Context: an optimization exercise on an open-source flow, tuned for small area. The choices shown serve that exercise and are no tape-out recipe. At most, simulation tests tie the RTL to the original design; equivalence was not proved. Only the layout flow was run in run 2; the RTL was not checked for function there. No activity file was given, so power comes from the tool's default toggle rates.

**flow/config.mk**
```make
export PLATFORM = sky130hd
export DESIGN_NAME = SAL_ARBITER_RR_64TO1
export DESIGN_NICKNAME = SAL_ARBITER_RR_64TO1
export VERILOG_FILES = /design/flow/design.v
export SDC_FILE = /design/flow/constraint.sdc
export NUM_CORES = 4
export LEC_CHECK = 0
export CAP_MARGIN = 20
export CORE_AREA = 10 10 180 180
export DIE_AREA = 0 0 190 190
export GPL_TIMING_DRIVEN = 0
export SLEW_MARGIN = 20
export SYNTH_HIERARCHICAL = 1
```
**flow/constraint.sdc**
```tcl
create_clock -name core_clock -period 5.5 [get_ports {clk}]
set_input_delay 1.1000 -clock core_clock [delete_from_list [all_inputs] [get_ports {clk}]]
set_output_delay 1.1000 -clock core_clock [all_outputs]
set_load 0.01 [all_outputs]
```
**flow/design.v**
```verilog
module SAL_RR_INV    (input wire a, output wire y); assign y = ~a; endmodule
module SAL_RR_NAND2  (input wire a, b, output wire y); assign y = ~(a & b); endmodule
module SAL_RR_NOR2   (input wire a, b, output wire y); assign y = ~(a | b); endmodule
module SAL_RR_NAND3  (input wire a, b, c, output wire y); assign y = ~(a & b & c); endmodule
module SAL_RR_AND2   (input wire a, b, output wire y); assign y = a & b; endmodule
module SAL_RR_AND3   (input wire a, b, c, output wire y); assign y = a & b & c; endmodule
module SAL_RR_NAND4  (input wire a, b, c, d, output wire y); assign y = ~(a & b & c & d); endmodule
module SAL_RR_NOR4   (input wire a, b, c, d, output wire y); assign y = ~(a | b | c | d); endmodule
module SAL_RR_OR4    (input wire a, b, c, d, output wire y); assign y = a | b | c | d; endmodule
module SAL_RR_O22AI  (input wire a1, a2, b1, b2, output wire y); assign y = ~((a1 | a2) & (b1 | b2)); endmodule
module SAL_RR_A222OI (input wire a1, a2, b1, b2, c1, c2, output wire y);
    assign y = ~((a1 & a2) | (b1 & b2) | (c1 & c2));
endmodule
module SAL_RR_A2111OI (input wire a1, a2, b1, c1, d1, output wire y);
    assign y = ~((a1 & a2) | b1 | c1 | d1);
endmodule
module SAL_RR_A211O  (input wire a1, a2, b1, c1, output wire y); assign y = (a1 & a2) | b1 | c1; endmodule
module SAL_RR_A22OI  (input wire a1, a2, b1, b2, output wire y); assign y = ~((a1 & a2) | (b1 & b2)); endmodule
module SAL_RR_O2111AI (input wire a1, a2, b1, c1, d1, output wire y);
    assign y = ~((a1 | a2) & b1 & c1 & d1);
endmodule
module SAL_ARBITER_RR_4TO1
(
    input   wire    [3:0]               act_i
  , input   wire    [1:0]               b_i
  , input   wire    [1:0]               nb_i
  , output  wire    [3:0]               nblk_o
);
    wire    eq0, eq1, eq2, eq3, ne0, ne1, ne2, ne3;
    SAL_RR_NOR2  u_eq0 (.a(nb_i[1]), .b(b_i[0]),  .y(eq0));
    SAL_RR_NOR2  u_eq1 (.a(b_i[1]),  .b(b_i[0]),  .y(eq1));
    SAL_RR_NOR2  u_eq2 (.a(b_i[1]),  .b(nb_i[0]), .y(eq2));
    SAL_RR_NOR2  u_eq3 (.a(nb_i[1]), .b(nb_i[0]), .y(eq3));
    SAL_RR_NAND2 u_ne0 (.a(b_i[1]),  .b(nb_i[0]), .y(ne0));
    SAL_RR_NAND2 u_ne1 (.a(nb_i[1]), .b(nb_i[0]), .y(ne1));
    SAL_RR_NAND2 u_ne2 (.a(nb_i[1]), .b(b_i[0]),  .y(ne2));
    SAL_RR_NAND2 u_ne3 (.a(b_i[1]),  .b(b_i[0]),  .y(ne3));
    SAL_RR_A222OI u_blk0 (.a1(act_i[3]), .a2(ne3), .b1(act_i[2]), .b2(nb_i[0]), .c1(act_i[1]), .c2(eq0), .y(nblk_o[0]));
    SAL_RR_A222OI u_blk1 (.a1(act_i[0]), .a2(ne0), .b1(act_i[3]), .b2(nb_i[1]), .c1(act_i[2]), .c2(eq1), .y(nblk_o[1]));
    SAL_RR_A222OI u_blk2 (.a1(act_i[1]), .a2(ne1), .b1(act_i[0]), .b2(b_i[0]),  .c1(act_i[3]), .c2(eq2), .y(nblk_o[2]));
    SAL_RR_A222OI u_blk3 (.a1(act_i[2]), .a2(ne2), .b1(act_i[1]), .b2(b_i[1]),  .c1(act_i[0]), .c2(eq3), .y(nblk_o[3]));
endmodule
module SAL_ARBITER_RR_LEAF
(
    input   wire                        rst
  , input   wire    [3:0]               req_i
  , input   wire    [1:0]               nb_i
  , input   wire                        sel_i
  , input   wire                        upd_i
  , output  wire    [3:0]               sel_n_o
  , output  wire    [3:0]               gnt_o
  , output  wire    [1:0]               nb_o
  , output  wire                        act_o
  , output  wire                        ng_o
);
    wire    [1:0]   b;
    wire    [3:0]   nblk;
    wire            ng, n01, n23;
    SAL_RR_INV u_b1 (.a(nb_i[1]), .y(b[1]));
    SAL_RR_INV u_b0 (.a(nb_i[0]), .y(b[0]));
    wire    [3:0]   L = {b[1], b[0], nb_i[1], nb_i[0]};
    wire    [3:0]   t;
    SAL_RR_NAND3 u_ng (.a(act_o), .b(sel_i), .c(upd_i), .y(ng));
    assign ng_o = ng;
    genvar x;
    for (x = 0; x < 4; x = x + 1) begin : g_x
        SAL_RR_A211O u_t    (.a1(req_i[(x+1)%4]), .a2(L[(x+3)%4]), .b1(req_i[(x+3)%4]), .c1(req_i[(x+2)%4]), .y(t[x]));
        SAL_RR_A22OI u_nblk (.a1(L[x]), .a2(t[x]), .b1(req_i[(x+3)%4]), .b2(L[(x+1)%4]), .y(nblk[x]));
        SAL_RR_NAND3 u_sel  (.a(req_i[x]), .b(sel_i), .c(nblk[x]), .y(sel_n_o[x]));
        SAL_RR_NOR2  u_gnt (.a(sel_n_o[x]), .b(ng), .y(gnt_o[x]));
    end
    SAL_RR_A2111OI u_nx1 (.a1(b[1]), .a2(ng), .b1(gnt_o[0]), .c1(gnt_o[3]), .d1(rst), .y(nb_o[1]));
    SAL_RR_A2111OI u_nx0 (.a1(b[0]), .a2(ng), .b1(gnt_o[2]), .c1(gnt_o[3]), .d1(rst), .y(nb_o[0]));
    SAL_RR_NOR2  u_n01 (.a(req_i[0]), .b(req_i[1]), .y(n01));
    SAL_RR_NOR2  u_n23 (.a(req_i[2]), .b(req_i[3]), .y(n23));
    SAL_RR_NAND2 u_act (.a(n01), .b(n23), .y(act_o));
endmodule
module SAL_ARBITER_RR_MID
(
    input   wire                        rst_n
  , input   wire    [3:0]               act_i
  , input   wire    [1:0]               b_i
  , input   wire                        sel_i
  , input   wire                        gnt_i
  , input   wire    [3:0]               ng_i
  , output  wire    [3:0]               sel_o
  , output  wire    [1:0]               b_o
  , output  wire                        act_o
  , output  wire                        upd_o
);
    wire    [1:0]   nb;
    wire    [3:0]   nblk;
    SAL_RR_INV u_nb1 (.a(b_i[1]), .y(nb[1]));
    SAL_RR_INV u_nb0 (.a(b_i[0]), .y(nb[0]));
    wire    [3:0]   L = {b_i[1], b_i[0], nb[1], nb[0]};
    wire    [3:0]   t;
    genvar x;
    for (x = 0; x < 4; x = x + 1) begin : g_x
        SAL_RR_A211O u_t    (.a1(act_i[(x+1)%4]), .a2(L[(x+3)%4]), .b1(act_i[(x+3)%4]), .c1(act_i[(x+2)%4]), .y(t[x]));
        SAL_RR_A22OI u_nblk (.a1(L[x]), .a2(t[x]), .b1(act_i[(x+3)%4]), .b2(L[(x+1)%4]), .y(nblk[x]));
    end
    assign sel_o = nblk;
    SAL_RR_AND2 u_upd (.a(sel_i), .b(gnt_i), .y(upd_o));
    SAL_RR_O2111AI u_nx1 (.a1(nb[1]), .a2(upd_o), .b1(rst_n), .c1(ng_i[0]), .d1(ng_i[3]), .y(b_o[1]));
    SAL_RR_O2111AI u_nx0 (.a1(nb[0]), .a2(upd_o), .b1(rst_n), .c1(ng_i[2]), .d1(ng_i[3]), .y(b_o[0]));
    SAL_RR_OR4 u_act (.a(act_i[0]), .b(act_i[1]), .c(act_i[2]), .d(act_i[3]), .y(act_o));
endmodule
module SAL_ARBITER_RR_ROOT
(
    input   wire                        rst
  , input   wire    [3:0]               act_i
  , input   wire    [1:0]               nb_i
  , input   wire                        gnt_i
  , input   wire    [3:0]               upd_i
  , output  wire    [3:0]               sel_o
  , output  wire    [1:0]               nb_o
  , output  wire                        act_o
);
    wire    [1:0]   b;
    wire    [3:0]   nblk;
    wire            ng;
    SAL_RR_INV u_b1 (.a(nb_i[1]), .y(b[1]));
    SAL_RR_INV u_b0 (.a(nb_i[0]), .y(b[0]));
    SAL_ARBITER_RR_4TO1 u_blk (.act_i(act_i), .b_i(b), .nb_i(nb_i), .nblk_o(nblk));
    genvar x;
    for (x = 0; x < 4; x = x + 1) begin : g_x
        SAL_RR_AND2 u_sel (.a(act_i[x]), .b(nblk[x]), .y(sel_o[x]));
    end
    SAL_RR_OR4 u_act (.a(act_i[0]), .b(act_i[1]), .c(act_i[2]), .d(act_i[3]), .y(act_o));
    SAL_RR_NAND2 u_ng (.a(act_o), .b(gnt_i), .y(ng));
    SAL_RR_A2111OI u_nx1 (.a1(b[1]), .a2(ng), .b1(upd_i[0]), .c1(upd_i[3]), .d1(rst), .y(nb_o[1]));
    SAL_RR_A2111OI u_nx0 (.a1(b[0]), .a2(ng), .b1(upd_i[2]), .c1(upd_i[3]), .d1(rst), .y(nb_o[0]));
endmodule
module SAL_ARBITER_RR_DMUX
(
    input   wire    [63:0]              d_i
  , input   wire    [63:0]              sel_n_i
  , input   wire    [3:0]               sel_i
  , output  wire                        d_o
);
    wire    [31:0]  u;
    wire    [7:0]   v;
    wire    [3:0]   w;
    genvar i;
    for (i = 0; i < 32; i = i + 1) begin : g_u
        SAL_RR_O22AI u_o (.a1(d_i[2*i]), .a2(sel_n_i[2*i]), .b1(d_i[2*i+1]), .b2(sel_n_i[2*i+1]), .y(u[i]));
    end
    for (i = 0; i < 8; i = i + 1) begin : g_v
        SAL_RR_NOR4 u_n (.a(u[4*i]), .b(u[4*i+1]), .c(u[4*i+2]), .d(u[4*i+3]), .y(v[i]));
    end
    for (i = 0; i < 4; i = i + 1) begin : g_w
        SAL_RR_NAND3 u_n (.a(sel_i[i]), .b(v[2*i]), .c(v[2*i+1]), .y(w[i]));
    end
    SAL_RR_NAND4 u_o (.a(w[0]), .b(w[1]), .c(w[2]), .d(w[3]), .y(d_o));
endmodule
module SAL_ARBITER_RR_64TO1
#(
    parameter   REQ_CNT                 = 64
  , parameter   REQ_CNT_LG2             = $clog2(REQ_CNT)
  , parameter   DATA_WIDTH              = 12
)
(
    input   wire                        clk
  , input   wire                        rst_n
  , input   wire    [REQ_CNT-1:0]       req_arr_i
  , input   wire    [REQ_CNT*DATA_WIDTH-1:0] data_arr_i   
  , output  wire    [REQ_CNT-1:0]       gnt_arr_o
  , output  logic                       req_o
  , output  logic   [DATA_WIDTH-1:0]    data_o
  , input   wire                        gnt_i
);
    logic   [31:0]      leaf_nb, leaf_nb_n;      
    logic   [7:0]       mid_b, mid_b_n;          
    logic   [1:0]       root_nb, root_nb_n;      
    wire                rst;
    wire    [15:0]      leaf_act;                
    wire    [3:0]       mid_act;                 
    wire    [3:0]       mid_sel;                 
    wire    [3:0]       mid_upd;                 
    wire    [15:0]      leaf_sel;                
    wire    [15:0]      leaf_ng;                 
    wire    [63:0]      sel_n;                   
    SAL_RR_INV u_rst (.a(rst_n), .y(rst));
    SAL_ARBITER_RR_ROOT u_root (
        .rst(rst), .act_i(mid_act), .nb_i(root_nb), .gnt_i(gnt_i), .upd_i(mid_upd)
      , .sel_o(mid_sel), .nb_o(root_nb_n), .act_o(req_o)
    );
    genvar j, l, b, k;
    generate
        for (j = 0; j < 4; j = j + 1) begin : g_mid
            SAL_ARBITER_RR_MID u_mid (
                .rst_n(rst_n), .act_i(leaf_act[4*j +: 4]), .b_i(mid_b[2*j +: 2])
              , .sel_i(mid_sel[j]), .gnt_i(gnt_i), .ng_i(leaf_ng[4*j +: 4])
              , .sel_o(leaf_sel[4*j +: 4]), .b_o(mid_b_n[2*j +: 2]), .act_o(mid_act[j])
              , .upd_o(mid_upd[j])
            );
        end
        for (l = 0; l < 16; l = l + 1) begin : g_leaf
            SAL_ARBITER_RR_LEAF u_leaf (
                .rst(rst), .req_i(req_arr_i[4*l +: 4]), .nb_i(leaf_nb[2*l +: 2])
              , .sel_i(leaf_sel[l]), .upd_i(mid_upd[l/4])
              , .sel_n_o(sel_n[4*l +: 4]), .gnt_o(gnt_arr_o[4*l +: 4])
              , .nb_o(leaf_nb_n[2*l +: 2]), .act_o(leaf_act[l]), .ng_o(leaf_ng[l])
            );
        end
        for (b = 0; b < DATA_WIDTH; b = b + 1) begin : g_data
            wire [63:0] d;
            for (k = 0; k < 64; k = k + 1) begin : g_k
                assign d[k] = data_arr_i[k*DATA_WIDTH + b];
            end
            SAL_ARBITER_RR_DMUX u_dmux (.d_i(d), .sel_n_i(sel_n), .sel_i(mid_sel), .d_o(data_o[b]));
        end
    endgenerate
    always_ff @(posedge clk) begin
        leaf_nb <= leaf_nb_n;
        mid_b   <= mid_b_n;
        root_nb <= root_nb_n;
    end
endmodule
```
**flow/flow/run.sh**
```bash
#!/bin/bash
# The standard layout, with four changes:
#  - every combinational cell of the synthesized netlist starts at the
#    smallest-area variant of its type (downsize.tcl); timing repair in the
#    placement sizes up the ones the timing needs;
#  - every port is buffered by the smallest buffer cell (buf_1) instead of the
#    cell buffer_ports picks by default;
#  - the ports are placed by requester, in order around the die (pins.tcl),
#    one routing track apart, so that the die can be small;
#  - the clock tree gets no dummy loads.
set -euo pipefail
export BUFFER_PORTS_ARGS="-buffer_cell sky130_fd_sc_hd__buf_1"
export PRE_IO_PLACEMENT_TCL="$PWD/flow/pins.tcl"
export PLACE_PINS_ARGS="-min_distance 1 -min_distance_in_tracks"
export CTS_ARGS="-sink_clustering_enable -repair_clock_nets -buf_list sky130_fd_sc_hd__clkbuf_8 -dont_use_dummy_load"
R=orfs/results/$FLOW_PLATFORM/SAL_ARBITER_RR_64TO1/base
bash standard.sh synth > synth.log 2>&1
ODB_IN=$R/1_synth.odb ODB_OUT=$R/1_synth.odb DONT_USE_CELLS="" \
  openroad -no_init -exit flow/downsize.tcl > downsize.log 2>&1
bash standard.sh > layout.log 2>&1
```
**flow/flow/downsize.tcl**
```tcl
# Give every combinational cell of the synthesized netlist the smallest-area
# variant of its cell type (for example nor4_2 -> nor4_1); the placement's
# timing repair sizes up the ones the timing needs. Flip-flops are left as
# synthesis made them.
read_db $::env(ODB_IN)
set db [ord::get_db]
set smallest [dict create]
foreach lib [$db getLibs] {
  foreach m [$lib getMasters] {
    set n [$m getName]
    if {![regexp {^(sky130_fd_sc_hd__[a-z0-9]+)_([0-9]+)$} $n -> base drive]} { continue }
    set area [expr {[$m getWidth] * [$m getHeight]}]
    # the smallest area; among equal areas the strongest drive
    if {![dict exists $smallest $base] || $area < [lindex [dict get $smallest $base] 1]
        || ($area == [lindex [dict get $smallest $base] 1] && $drive > [lindex [dict get $smallest $base] 2])} {
      dict set smallest $base [list $m $area $drive]
    }
  }
}
set dont_use {}
foreach c $::env(DONT_USE_CELLS) { lappend dont_use $c }
set n 0
set swaps [dict create]
foreach inst [[[$db getChip] getBlock] getInsts] {
  set m [$inst getMaster]
  set name [$m getName]
  if {![regexp {^(sky130_fd_sc_hd__[a-z0-9]+)_([0-9]+)$} $name -> base drive]} { continue }
  if {[regexp {__(df|ed|sd|dl|clk|conb|tap|fill|decap|diode)} $name]} { continue }
  if {![dict exists $smallest $base]} { continue }
  set sm [lindex [dict get $smallest $base] 0]
  if {[$sm getName] eq $name || [lsearch -exact $dont_use [$sm getName]] >= 0} { continue }
  if {[$inst swapMaster $sm]} { incr n; dict incr swaps "$name -> [$sm getName]" }
}
puts "resized $n cells"
dict for {k v} $swaps { puts "  $v x $k" }
write_db $::env(ODB_OUT)
```
**flow/flow/pins.tcl**
```tcl
# Pin placement constraints, read before place_pins (PRE_IO_PLACEMENT_TCL).
# Each requester's ports (its request, its 12 data bits and its grant) stay
# together and in order, and the requesters go around the die's edge in
# order: 0-19 on the bottom edge, 20-31 on the right, 32-51 on the top and
# 52-63 on the left. A leaf's and a middle node's requesters are then
# neighbours, and so is the logic that serves them.
set die [[ord::get_db_block] getDieArea]
set W [expr {[$die xMax] / 1000.0}]
set H [expr {[$die yMax] / 1000.0}]
set m 2.0
proc req_pins {k} {
  set names [list "req_arr_i\[$k\]"]
  for {set b 0} {$b < 12} {incr b} { lappend names "data_arr_i\[[expr {12*$k + $b}]\]" }
  lappend names "gnt_arr_o\[$k\]"
  return $names
}
# edge, first requester, number of requesters, edge length; the bottom and
# right edges run in increasing coordinates, the top and left in decreasing,
# so the order is continuous around the die.
foreach {edge first count len} [list bottom 0 20 $W right 20 12 $H top 32 20 $W left 52 12 $H] {
  set step [expr {($len - 2*$m) / $count}]
  for {set i 0} {$i < $count} {incr i} {
    set k [expr {$first + $i}]
    if {$edge eq "bottom" || $edge eq "right"} {
      set lo [expr {$m + $i*$step}]
    } else {
      set lo [expr {$len - $m - ($i+1)*$step}]
    }
    set hi [expr {$lo + $step}]
    set_io_pin_constraint -pin_names [req_pins $k] -region $edge:[format %.2f $lo]-[format %.2f $hi]
    set_io_pin_constraint -pin_names [req_pins $k] -group -order
  }
}
```
**flow/standard.sh**
```bash
#!/bin/bash
# synth_recipe.tcl (not shown) runs the flow's synth.tcl, then flattens the netlist and writes it again
# the make line also repeats each setting of config.mk as NAME=value (left out here)
make -C /OpenROAD-flow-scripts/flow DESIGN_CONFIG=/design/flow/config.mk WORK_HOME=/design/flow/orfs CLKGATE_MAP_FILE= SYNTH_SCRIPT=/design/flow/synth_recipe.tcl "${@:-finish}"
```
==> metrics.md, run 1 <==
| Metric | Value |
|---|---|
| Number of core rows | `between 60 and 70` |
| First-pass GRT wire length | `92.8 mm` |
| Post-Synthesis Cell Area | `6970 um^2` |
| Switching power | `0.519 mW` |
| CP top delay family | `simple AND/OR/NAND/NOR gates` |
| Layout cell share with drive strength beyond 1 | `under 10%` |
| Status | `timing/DRC/antenna clean` |
| CP max stage delay | `640 ps` |
| Post-CTS sizing | `0` |
| DR vias/cell | `6.08` |
| Net Sw Frac | `43.9%` |
| Worst clock skew | `24.7 ps` |
| Number of global-route vias before repair | `13875` |
| Setup slack, reg-to-reg | `2960 ps` |
| Worst Path Arrival | `4150 ps` |
| Crit-path max FO | `13` |
| Leak | `a little over 3 nW` |
| Kind of critical path | `primary input to output pin` |
| RSZ-0062 raised after global routing | `no` |
| Final Hold Fails | `0` |
| Pwr/cell area | `108 nW/um^2` |
| CP Depth | `10` |
| Final critical-path required period | `5250 ps` |
| Critical R2R Launch | `root_nb[0]` |
| DPL Wire Length | `60.4 mm` |
| Setup TNS Final | `0 ps` |
| CTS HTree Levels | `2` |
| # setup viols final | `0` |
| Setup Fix Bufs, Post-CTS | `0` |
| Tcrit/Tclk final | `95.4%` |
| Critical Path Source | `req_arr_i[1]` |
| First-pass DRT Iterations | `24` |
| Clock tree root buffer cell | `clkbuf_8` |
| Initial antenna violation count | `9` |
| Clock Pin Slew Worst Setup and Hold Paths | `60 ps` |
| Initial DRC count | `about 1500` |
| Reg2Reg Depth | `7` |
| Later-pin clock latency in the skew report | `~320 ps` |
| R2R Path End | `leaf_nb[25]` |
| Critical Path End Type | `output pin` |
| Startpoint Class | `primary input` |
| Largest net degree at the start of global routing | `35` |
| Core Util, Final | `38.3%` |
| Post-synth net total | `1880` |
| Worst min path class | `flip-flop to flip-flop` |
| Relative slew slack | `just over 50%` |
| WL/cell | `a little under 30 um` |
| Worst path slowest cell | `or4_1` |
| CTS Hold Bufs | `0` |
| Worst slew pin tran | `735 ps` |
| Routability Congestion | `1.07` |
| Fill cell count | `around 3300` |
| GRT overflow | `0` |
| CP cell instances | `buf_1 -> nor2_1 -> nand2_1 -> or4_1 -> a222oi_1 -> and2_2 -> and2_1 -> nand3_1 -> nor2_1 -> buf_1` |
| Post-detailed-route count of antenna-violating nets | `0` |
| Fin. max-slew vios | `0` |
| Mean Syn Cell Area | `6.67 um^2` |
| Seq pwr share | `27.2%` |
| I/O pin cnt | `roughly 910` |
| Internal power | `0.663 mW` |
| Combinational power share | `56.6%` |
| Core area | `28600 um^2` |
| Layout Area Growth over Synthesis | `57.3%` |
| Max frequency | `about 190 MHz` |
| Die height | `190 um` |
| Cells after Synth | `1045` |
| Die X | `190 um` |
| Number of remaining DRC errors | `0` |
| Max cap viols | `0` |
| TritonCTS buffer count | `5` |
| Crit path capture | `gnt_arr_o[51]` |
| Peak supply drop | `0.0723 mV` |
| CTS tree | `built` |
| Worst EP required | `4400 ps` |
| Die ar. | `36100 um^2` |
| WP buf/inv | `2` |
| Synth Warn # | `7` |
| Wirelength, routed | `67.8 mm` |
| Initial core utilization | `24.4%` |
| Clk sinks | `42` |
| Total track usage | `33.6%` |
| IO buf count | `between 900 and 1000` |
| Via count | `14298` |
| Clk pwr share | `16.2%` |
| Clk buf depth | `2` |
| Fin nets | `about 2800` |
worst min-delay path, stage by stage (launching register included):
cell	delay (ps)
dfxtp_1	340
inv_2	80
a2111oi_0	80
routing by layer:
metal | vias to the layer above | share of wire [%] | global-route usage, % | wire length, um
met1 | 6457 | 34 | 35.0 | 23200
li1 | 6564 | - | - | -
met2 | 1071 | 49 | 58.4 | 33200
met5 | - | 0.057 | 0 | 39
met4 | 4 | 4.9 | 15.8 | 3340
met3 | 202 | 12 | 13.2 | 8090
cells in the final DEF, fill, tap and decap left out, drive strengths merged:
cell and count:
clkbuf 5, nand2 21, dfxtp 42, nor4 96, or4 5, diode 5, buf 911, inv 43
a22oi 80, and2 8, nand3 128, o22ai 384, a211o 80, nor2 100, o2111ai 8, nand4 12
a2111oi 34, a222oi 4
metrics by stage:
step | std cells | setup WS [ps] | instance area [um^2] | hold WS (ps) | power (mW)
6_report | 2350 | 255 | 11000 | 560 | 1.18
4_1_cts | 2345 | 84.0 | 10900 | 564 | 1.17
3_3_place_gp | 2340 | 126 | 10900 | 539 | 0.963
3_5_place_dp | 2340 | 83.1 | 10900 | 551 | 0.973
2_1_floorplan | 1045 | 1080 | 6970 | 521 | 0.571
5_1_grt | 2350 | 28.2 | 11000 | 585 | 1.25
worst min path at each step:
| stage | start | endpoint | slack (ps) | depth (start not counted) |
|---|---|---|---|---|
| 5_1_grt | leaf_nb[27] | leaf_nb[27] | 590 | 2 |
| 3_5_place_dp | leaf_nb[5] | leaf_nb[5] | 550 | 2 |
| 4_1_cts | leaf_nb[22] | leaf_nb[22] | 560 | 2 |
| 2_1_floorplan | leaf_nb[0] | leaf_nb[0] | 520 | 2 |
| 6_report | leaf_nb[22] | leaf_nb[22] | 560 | 2 |
| 3_3_place_gp | leaf_nb[5] | leaf_nb[5] | 540 | 2 |
registers in the layout, summed over array words and instances, names as in the netlist:
register and cells:
root_nb 2, leaf_nb 32, mid_b 8
power groups by stage:
stage | Sequential [mW] | Clock [mW] | Combinational (mW)
floorplan | 0.326 | 0 | 0.245
CTS | 0.321 | 0.201 | 0.649
detailed placement | 0.328 | 0 | 0.646
global route | 0.322 | 0.212 | 0.714
global placement | 0.327 | 0 | 0.636
finish | 0.321 | 0.192 | 0.669
final cells by class:
type                    count  area [um^2]  area share (%)
multi-input cells         960         5990            54.6
repair buffers            911         3420            31.2
flip-flops and latches     42          841            7.67
well taps                 384          480            4.38
inverters                  43          161            1.47
clock buffers               5         68.8           0.627
diodes                      5         12.5           0.114
==> inputs of run 2 (changes only) <==
--- a/flow/design.v
+++ b/flow/design.v
@@ -18,2 +18,5 @@
 module SAL_RR_A22OI  (input wire a1, a2, b1, b2, output wire y); assign y = ~((a1 & a2) | (b1 & b2)); endmodule
+module SAL_RR_NAND3B (input wire a_n, b, c, output wire y); assign y = ~(~a_n & b & c); endmodule
+module SAL_RR_O211AI (input wire a1, a2, b1, c1, output wire y); assign y = ~((a1 | a2) & b1 & c1); endmodule
+module SAL_RR_A2BB2OI (input wire a1_n, a2_n, b1, b2, output wire y); assign y = ~((~a1_n & ~a2_n) | (b1 & b2)); endmodule
 module SAL_RR_O2111AI (input wire a1, a2, b1, c1, d1, output wire y);
@@ -52,3 +55,3 @@
   , output  wire    [1:0]               nb_o
-  , output  wire                        act_o
+  , output  wire                        act_n_o
   , output  wire                        ng_o
@@ -57,3 +60,3 @@
     wire    [3:0]   nblk;
-    wire            ng, n01, n23;
+    wire            ng;
     SAL_RR_INV u_b1 (.a(nb_i[1]), .y(b[1]));
@@ -62,3 +65,3 @@
     wire    [3:0]   t;
-    SAL_RR_NAND3 u_ng (.a(act_o), .b(sel_i), .c(upd_i), .y(ng));
+    SAL_RR_NAND3B u_ng (.a_n(act_n_o), .b(sel_i), .c(upd_i), .y(ng));
     assign ng_o = ng;
@@ -73,5 +76,3 @@
     SAL_RR_A2111OI u_nx0 (.a1(b[0]), .a2(ng), .b1(gnt_o[2]), .c1(gnt_o[3]), .d1(rst), .y(nb_o[0]));
-    SAL_RR_NOR2  u_n01 (.a(req_i[0]), .b(req_i[1]), .y(n01));
-    SAL_RR_NOR2  u_n23 (.a(req_i[2]), .b(req_i[3]), .y(n23));
-    SAL_RR_NAND2 u_act (.a(n01), .b(n23), .y(act_o));
+    SAL_RR_NOR4  u_act (.a(req_i[0]), .b(req_i[1]), .c(req_i[2]), .d(req_i[3]), .y(act_n_o));
 endmodule
@@ -80,3 +81,3 @@
     input   wire                        rst_n
-  , input   wire    [3:0]               act_i
+  , input   wire    [3:0]               act_n_i
   , input   wire    [1:0]               b_i
@@ -91,3 +92,3 @@
     wire    [1:0]   nb;
-    wire    [3:0]   nblk;
+    wire    [3:0]   t;
     SAL_RR_INV u_nb1 (.a(b_i[1]), .y(nb[1]));
@@ -95,9 +96,7 @@
     wire    [3:0]   L = {b_i[1], b_i[0], nb[1], nb[0]};
-    wire    [3:0]   t;
     genvar x;
     for (x = 0; x < 4; x = x + 1) begin : g_x
-        SAL_RR_A211O u_t    (.a1(act_i[(x+1)%4]), .a2(L[(x+3)%4]), .b1(act_i[(x+3)%4]), .c1(act_i[(x+2)%4]), .y(t[x]));
-        SAL_RR_A22OI u_nblk (.a1(L[x]), .a2(t[x]), .b1(act_i[(x+3)%4]), .b2(L[(x+1)%4]), .y(nblk[x]));
-    end
-    assign sel_o = nblk;
+        SAL_RR_O211AI  u_t    (.a1(act_n_i[(x+1)%4]), .a2(L[(x+1)%4]), .b1(act_n_i[(x+3)%4]), .c1(act_n_i[(x+2)%4]), .y(t[x]));
+        SAL_RR_A2BB2OI u_nblk (.a1_n(act_n_i[(x+3)%4]), .a2_n(L[(x+3)%4]), .b1(L[x]), .b2(t[x]), .y(sel_o[x]));
+    end
     SAL_RR_AND2 u_upd (.a(sel_i), .b(gnt_i), .y(upd_o));
@@ -105,3 +104,3 @@
     SAL_RR_O2111AI u_nx0 (.a1(nb[0]), .a2(upd_o), .b1(rst_n), .c1(ng_i[2]), .d1(ng_i[3]), .y(b_o[0]));
-    SAL_RR_OR4 u_act (.a(act_i[0]), .b(act_i[1]), .c(act_i[2]), .d(act_i[3]), .y(act_o));
+    SAL_RR_NAND4 u_act (.a(act_n_i[0]), .b(act_n_i[1]), .c(act_n_i[2]), .d(act_n_i[3]), .y(act_o));
 endmodule
@@ -120,3 +119,3 @@
     wire    [3:0]   nblk;
-    wire            ng;
+    wire            ng, n01, n23;
     SAL_RR_INV u_b1 (.a(nb_i[1]), .y(b[1]));
@@ -128,3 +127,5 @@
     end
-    SAL_RR_OR4 u_act (.a(act_i[0]), .b(act_i[1]), .c(act_i[2]), .d(act_i[3]), .y(act_o));
+    SAL_RR_NOR2  u_n01 (.a(act_i[0]), .b(act_i[1]), .y(n01));
+    SAL_RR_NOR2  u_n23 (.a(act_i[2]), .b(act_i[3]), .y(n23));
+    SAL_RR_NAND2 u_act (.a(n01), .b(n23), .y(act_o));
     SAL_RR_NAND2 u_ng (.a(act_o), .b(gnt_i), .y(ng));
@@ -175,3 +176,3 @@
     wire                rst;
-    wire    [15:0]      leaf_act;                
+    wire    [15:0]      leaf_act_n;              
     wire    [3:0]       mid_act;                 
@@ -191,3 +192,3 @@
             SAL_ARBITER_RR_MID u_mid (
-                .rst_n(rst_n), .act_i(leaf_act[4*j +: 4]), .b_i(mid_b[2*j +: 2])
+                .rst_n(rst_n), .act_n_i(leaf_act_n[4*j +: 4]), .b_i(mid_b[2*j +: 2])
               , .sel_i(mid_sel[j]), .gnt_i(gnt_i), .ng_i(leaf_ng[4*j +: 4])
@@ -202,3 +203,3 @@
               , .sel_n_o(sel_n[4*l +: 4]), .gnt_o(gnt_arr_o[4*l +: 4])
-              , .nb_o(leaf_nb_n[2*l +: 2]), .act_o(leaf_act[l]), .ng_o(leaf_ng[l])
+              , .nb_o(leaf_nb_n[2*l +: 2]), .act_n_o(leaf_act_n[l]), .ng_o(leaf_ng[l])
             );
--- a/flow/config.mk
+++ b/flow/config.mk
@@ -8,4 +8,4 @@
 export CAP_MARGIN = 20
-export CORE_AREA = 10 10 180 180
-export DIE_AREA = 0 0 190 190
+export CORE_AREA = 10 10 170 170
+export DIE_AREA = 0 0 180 180
 export GPL_TIMING_DRIVEN = 0
==> run 2 against run 1 <==
  * Still clean on timing, DRC and antenna
  * Non-clock buffer count unchanged
  * Combinational power about the same
  * Fmax down 0.46%
  * Critical path depth down 1
  * Clock power down 4%
  * Worst setup slack worse by 24 ps
  * Clock skew down 16 ps
  * Global-route usage up 2.8 points
  * Total power down 0.31%
  * Final cell count down 3.4%
  * Clock-buffer cell count unchanged
  * Largest cell class unchanged
  * Largest power group unchanged
  * Highest routed layer is now met4
==> metrics.md, run 2 <==
| Metric | Value |
|---|---|
| Seq pwr share | `27.2% (about the same)` |
| CTS tree | `built` |
| Setup Fix Bufs, Post-CTS | `0 (unchanged)` |
| GRT overflow | `0 (unchanged)` |
| Worst path slowest cell | `nor4_2` |
| Reg2Reg Depth | `7 (unchanged)` |
| Initial antenna violation count | `7 (-2)` |
| Worst EP required | `4400 ps (about the same)` |
| Worst min path class | `flip-flop to flip-flop` |
| I/O pin cnt | `912 (unchanged)` |
| Net Sw Frac | `43.4% (-0.58 points)` |
| Combinational power share | `57.0% (+0.4 points)` |
| Internal power | `0.668 mW (+0.73%)` |
| Most flop-heavy register | `leaf_nb` |
| Hold path start | `leaf_nb[25]` |
| Max cap viols | `0 (unchanged)` |
| Max reg flops | `32 (unchanged)` |
| CTS HTree Levels | `2 (unchanged)` |
| Fin. max-slew vios | `0 (unchanged)` |
| Sequential Area | `841 um^2 (unchanged)` |
| Worst Path Arrival | `4170 ps (+20 ps)` |
| Kind of critical path | `primary input to output pin` |
| RSZ-0062 raised after global routing | `no` |
| Tcrit/Tclk final | `95.8% (+0.44 points)` |
| Commonest non-fill, non-tap cell in the layout | `buf_1` |
| Largest net degree at the start of global routing | `35 (unchanged)` |
| Layout cell share with drive strength beyond 1 | `3.52% (+0.77 points)` |
| Area of the multi-input gates | `6160 um^2 (+2.8%)` |
| Critical R2R Launch | `root_nb[0]` |
| Final critical-path required period | `5270 ps (+24.3 ps)` |
| DPL Wire Length | `58.2 mm (-3.7%)` |
| M3 GR Usage | `14.8% (+1.6 points)` |
| First-pass GRT wire length | `92.1 mm (-0.72%)` |
| Pwr/cell area | `106 nW/um^2 (-1.3%)` |
| Clk sinks | `42 (unchanged)` |
| Mean Syn Cell Area | `6.83 um^2 (+2.3%)` |
| Post-synth net total | `1850 (-1.6%)` |
| Via count | `14394 (+0.67%)` |
| IO buf count | `911 (unchanged)` |
| Clock Pin Slew Worst Setup and Hold Paths | `70 ps (about the same)` |
| CP most frequent cell | `buf_1` |
| Clk buf depth | `2 (unchanged)` |
| Peak supply drop | `0.0780 mV (+7.8%)` |
| Die ar. | `32400 um^2 (-10%)` |
| Final Hold Fails | `0 (unchanged)` |
| Startpoint Class | `primary input` |
| Overall Power | `1.18 mW (-0.31%)` |
| CP cell instances | `buf_1 -> nor4_2 -> nand4_1 -> a222oi_1 -> and2_2 -> and2_1 -> nand3b_1 -> nor2_1 -> buf_1` |
| Synth Warn # | `7 (unchanged)` |
| WL/cell | `28.9 um (+0.13%)` |
| Fill cell count | `2819 (-16%)` |
| Cells after Synth | `1015 (-2.9%)` |
| Number of remaining DRC errors | `0 (unchanged)` |
| Initial DRC count | `1659 (+12%)` |
| Switching power | `0.511 mW (-1.6%)` |
| Leak | `3.05 nW (-1.2%)` |
| Number of global-route vias before repair | `14148 (+2.0%)` |
| Routability Congestion | `1.09 (+2.1%)` |
| Later-pin clock latency in the skew report | `300 ps (-20 ps)` |
| Layout Area Growth over Synthesis | `59.9%` |
| Hold depth | `2 (unchanged)` |
| Die height | `180 um (-5.3%)` |
| Critical Path End Type | `output pin` |
| Number of core rows | `58 (-6.5%)` |
| Gr busiest metal | `met2` |
| Hold endpoint | `leaf_nb[25]` |
| Relative slew slack | `52.8% (+2.3 points)` |
| Setup TNS Final | `0 ps (unchanged)` |
| Initial core utilization | `27.5% (+3.2 points)` |
| Post-detailed-route count of antenna-violating nets | `0 (unchanged)` |
| Die X | `180 um (-5.3%)` |
| CP max stage delay | `530 ps (-110 ps)` |
| Core area | `25200 um^2 (-12%)` |
| First-pass DRT Iterations | `7 (-71%)` |
| Post-Synthesis Cell Area | `6930 um^2 (-0.59%)` |
| GR met1 Demand/Resource | `37.2% (+2.2 points)` |
| Wirelength, routed | `65.6 mm (-3.3%)` |
| Crit-path max FO | `13 (unchanged)` |
| Clock tree root buffer cell | `clkbuf_8` |
| Status | `timing/DRC/antenna clean` |
| # setup viols final | `0 (unchanged)` |
| Setup slack, reg-to-reg | `2880 ps (-80 ps)` |
| DR vias/cell | `6.34 (+4.2%)` |
| Worst slew pin tran | `701 ps (-34.3 ps)` |
| Clk pwr share | `15.7% (-0.5 points)` |
| Total track usage | `36.5% (+2.8 points)` |
| Fin nets | `2768 (-1.1%)` |
| Worst clock skew | `8.55 ps (-16.2 ps)` |
| Met2 GRT Util | `61.5% (+3.2 points)` |
| Commonest non-fill, non-tap cells in the layout | `buf_1 (911), o22ai_1 (384), nand3_1 (112)` |
| Worst hold slack | `557 ps (-3.29 ps)` |
| TritonCTS buffer count | `5 (unchanged)` |
| CTS Hold Bufs | `0 (unchanged)` |
| Largest regs | `leaf_nb x32, mid_b x8, root_nb x2` |
| R2R Path End | `leaf_nb[6]` |
| Max frequency | `190 MHz (-0.46%)` |
==> run 2: power by group through the flow <==
stage	registers [mW]	logic [mW]	clock network, mW
after floorplan	0.326	0.244	0
after global placement	0.327	0.621	0
after detailed placement	0.328	0.631	0
after CTS	0.321	0.640	0.193
after global routing	0.322	0.719	0.204
final	0.321	0.672	0.185
==> run 2: cell type report <==
cell class | count | share of cell area [%]
tap | 330 | 3.73
multi-input combinational | 930 | 55.5
antenna | 9 | 0.203
inverter | 43 | 1.46
sequential | 42 | 7.59
clock buffer | 5 | 0.621
timing repair buffer | 911 | 30.9
==> run 2: worst max-delay path, delay by kind of cell <==
family          cells  cell delay, ps
simple gates        6            2110
buf+inv             2             500
compound gates      1             460
==> run 2: worst max path at each step <==
stage,endpoint,startpoint,cells past startpoint,slack (ps)
2_1_floorplan,gnt_arr_o[63],req_arr_i[33],7,1000
3_3_place_gp,gnt_arr_o[63],req_arr_i[33],9,-130
3_5_place_dp,gnt_arr_o[31],req_arr_i[33],9,-270
4_1_cts,gnt_arr_o[15],req_arr_i[61],9,30
5_1_grt,gnt_arr_o[31],req_arr_i[8],9,10
6_report,gnt_arr_o[31],req_arr_i[8],9,230
==> run 2: per-stage QoR <==
stage | util [%] | cell area [um^2] | setup WS [ps] | instances
global route | 44.0 | 11100 | 11.1 | 2267
finish | 44.0 | 11100 | 231 | 2270
detailed placement | 42.7 | 10800 | -273 | 2256
global placement | 42.7 | 10800 | -128 | 2256
CTS | 43.4 | 10900 | 27.6 | 2261
floorplan | - | 6930 | 997 | 1015
==> run 2: metal layers <==
metal / vias to the layer above / share of wire [%] / wire length, um
met4: 0 / 6.4 / 4200
met2: 1128 / 48 / 31300
li1: 6515 / - / -
met3: 248 / 12 / 8030
met1: 6503 / 34 / 22100
met5: - / 0 / 0
==> run 2: repair_timing <==
item	CTS	global route
gates resized for setup	16	18
setup endpoints to repair	60	61
pin swaps	0	0

static timing again, ports no longer ideal:
In the flow no input, the clock included, has a driving cell. The finished layouts below were timed again as built, in two steps.
Step 1, drivers: a clkbuf_16 drives clk and a buf_2 each remaining input, both assumed.
Step 2 times the ports against the registers' clock, not the clock port: input delays grow and output delays shrink by t, the midpoint of the rising clock arrivals with the driver on.
Three values: ideal, step 1, step 2; two values: the first two.
| run | shift t [ns] | setup WS [ns] | hold slack, ns | worst data-port slew with drivers (ns) |
|---|---|---|---|---|
| run 1 | 0.349 | 0.255 / 0.190 / 0.190 | 0.560 / 0.560 / 0.560 | 0.11 |
| run 2 | 0.333 | 0.231 / 0.179 / 0.179 | 0.557 / 0.557 / 0.557 | 0.11 |
After both steps setup and hold are still met in every run listed. The setup slack of run 1, which loses most, moves by -0.065 ns with the drivers and by -0.065 ns with both steps.
